This design comes from an exercise in tuning for small area on the open sky130 flow, not from production work.
In this exercise RTL edits were held to simulation tests only and were not proved equivalent to the original.
Power is estimated from default activity; no workload was simulated.

// VendMachine
module VendMachine(
    input wire clk, rst, btnU, btnL, btnR, btnD, btnC,
    input wire [3:1] sw,
    output reg [3:0] an,
    output reg [0:7] seg,
    output wire [15:0] led
    );
clock: 20.0 ns
lec_check: 0
cap_margin: 20
core_margin: 2
core_utilization: 40
slew_margin: 20
standard.sh (not shown) runs the stock make flow with config.mk's settings and CLKGATE_MAP_FILE= SYNTH_SCRIPT=/design/flow/synth_recipe.tcl, a recipe that flattens the netlist after the stock synthesis.
==> flow/flow/run.sh <==
#!/bin/bash
# Standard ORFS layout without adder-cell extraction, with yosys/abc buffers
# removed at floorplan; port buffers use the smallest buffer cell.
set -euo pipefail
bash standard.sh finish ADDER_MAP_FILE= REMOVE_ABC_BUFFERS=1 'BUFFER_PORTS_ARGS=-buffer_cell sky130_fd_sc_hd__buf_1' > make_finish.log 2>&1
Next try:
==> flow/flow/run.sh (replaced) <==
#!/bin/bash
# Standard ORFS layout (the standard.sh) with:
#  - synthesis: the standard flow's script, ABC area mapping with flow/area.script,
#    no adder-cell extraction;
#  - yosys/abc buffers removed at floorplan;
#  - port buffers of the smallest buffer cell.
set -euo pipefail
W=$(pwd)
export FLOW_SYNTH_TCL=$W/synth_recipe.tcl
export MY_ABC=$W/flow/area.script
bash standard.sh finish SYNTH_SCRIPT=$W/flow/synth_wrap.tcl ADDER_MAP_FILE= REMOVE_ABC_BUFFERS=1 \
  'BUFFER_PORTS_ARGS=-buffer_cell sky130_fd_sc_hd__buf_1' > make_finish.log 2>&1
==> flow/flow/area.script (new file) <==
strash
dch -f
map -a
mfs2
strash
dch -f
map -a
mfs2
strash
dch -f
map -a
topo
dnsize -c
==> flow/flow/synth_wrap.tcl (new file) <==
# Runs the standard flow's synthesis script unchanged, except that the ABC area script
# used for technology mapping is replaced by flow/area.script (several rounds
# of choice-based area mapping with don't-care resubstitution). Only the
# combinational mapping changes; registers come out as in the standard run.
proc abc {args} {
  set i [lsearch -exact $args -script]
  if {$i >= 0 && [string match *abc_area* [lindex $args [expr {$i + 1}]]]} {
    lset args [expr {$i + 1}] $::env(MY_ABC)
  }
  yosys abc {*}$args
}
source $::env(FLOW_SYNTH_TCL)
--- a/flow/config.mk
+++ b/flow/config.mk
@@ -7,0 +8 @@
+export ABC_AREA = 1
- non-clock buffer count is unchanged
- utilization rises by 1.6 points
- register-to-register slack got worse by 0.87 ns
- design area falls by 22%
- worst setup slack got worse by 0.48 ns
- via count falls by 23%
- cell count falls by 10%
Next try:
==> flow/flow/area.script (replaced) <==
strash
dch -f
amap
mfs2 -a -e -L 50 -W 6 -M 1000
strash
dch -f
amap
mfs2 -a -e -L 50 -W 6 -M 1000
strash
dch -f
amap
mfs2 -a -e -L 50 -W 6 -M 1000
strash
dch -f
amap
mfs2 -a -e -L 50 -W 6 -M 1000
strash
dch -f
amap
mfs2 -a -e -L 50 -W 6 -M 1000
strash
dch -f
amap
topo
dnsize -c
--- a/flow/config.mk
+++ b/flow/config.mk
@@ -11,0 +12 @@
+export CTS_BUF_LIST = sky130_fd_sc_hd__clkbuf_2 sky130_fd_sc_hd__clkbuf_4 sky130_fd_sc_hd__clkbuf_8
Effect:
- final cell count came out lower by roughly a tenth
- die area falls by a few percent
- utilization went up by 0.73 points
- routed wire length is lower by a little under a tenth
- clock skew went up by 0.0034 ns
- count of clock-buffer cells in the layout decreases by 1
- final area drops by a few percent
- first-iteration DRC count decreases by about a fifth
- sequential share of layout area came out higher by 1.9 points
- power shrinks by a few percent
Next try:
==> flow/run.sh (new file) <==
#!/bin/bash
# synth_recipe.tcl (not shown) runs the flow's synth.tcl, then flattens the netlist and writes it again
# the make line also repeats each setting of config.mk as NAME=value (left out here)
make -C /OpenROAD-flow-scripts/flow DESIGN_CONFIG=/design/flow/config.mk WORK_HOME=/design/flow/orfs CLKGATE_MAP_FILE= SYNTH_SCRIPT=/design/flow/synth_recipe.tcl finish
--- a/flow/config.mk
+++ b/flow/config.mk
@@ -8 +7,0 @@
-export ABC_AREA = 1
@@ -12 +10,0 @@
-export CTS_BUF_LIST = sky130_fd_sc_hd__clkbuf_2 sky130_fd_sc_hd__clkbuf_4 sky130_fd_sc_hd__clkbuf_8
removed: flow/flow/run.sh
removed: flow/flow/area.script
removed: flow/flow/synth_wrap.tcl
removed: flow/standard.sh
After rerunning: The changed run completed with no timing, DRC or antenna violations; utilization drops by 0.15 points; worst hold slack gains 0.0031 ns; setup slack gets worse by 0.038 ns.

## afterwards: timing with drivers on the ports
How much do the figures lean on ideal ports? The routed layouts below were timed once more, with nothing changed but the port constraints.
Step 1 assumes that a clkbuf_16 drives the clock port and a buf_2 every other input.
Step 2, shift: input delay + t, output delay - t, t = (earliest + latest rising clock arrival at the registers) / 2. This alone moves slack from input paths to output paths.
a / b / c = ideal ports / drivers / drivers and shift; a / b = the first two.
run	t (ns)	slack for setup (ns)	hold WS [ns]	clock arrival spread, ns	cell pins on the clock port's net
the first run	0.326	12.175 / 12.146 / 12.472	0.389 / 0.389 / 0.389	0.006 / 0.006	1
the second run	0.318	11.695 / 11.668 / 11.986	0.391 / 0.391 / 0.391	0.005 / 0.005	1
the third run	0.320	11.777 / 11.753 / 12.072	0.383 / 0.383 / 0.383	0.009 / 0.009	1
the fourth run	0.323	11.738 / 11.709 / 12.031	0.386 / 0.386 / 0.386	0.011 / 0.011	1
After both steps setup and hold are still met in every run listed.
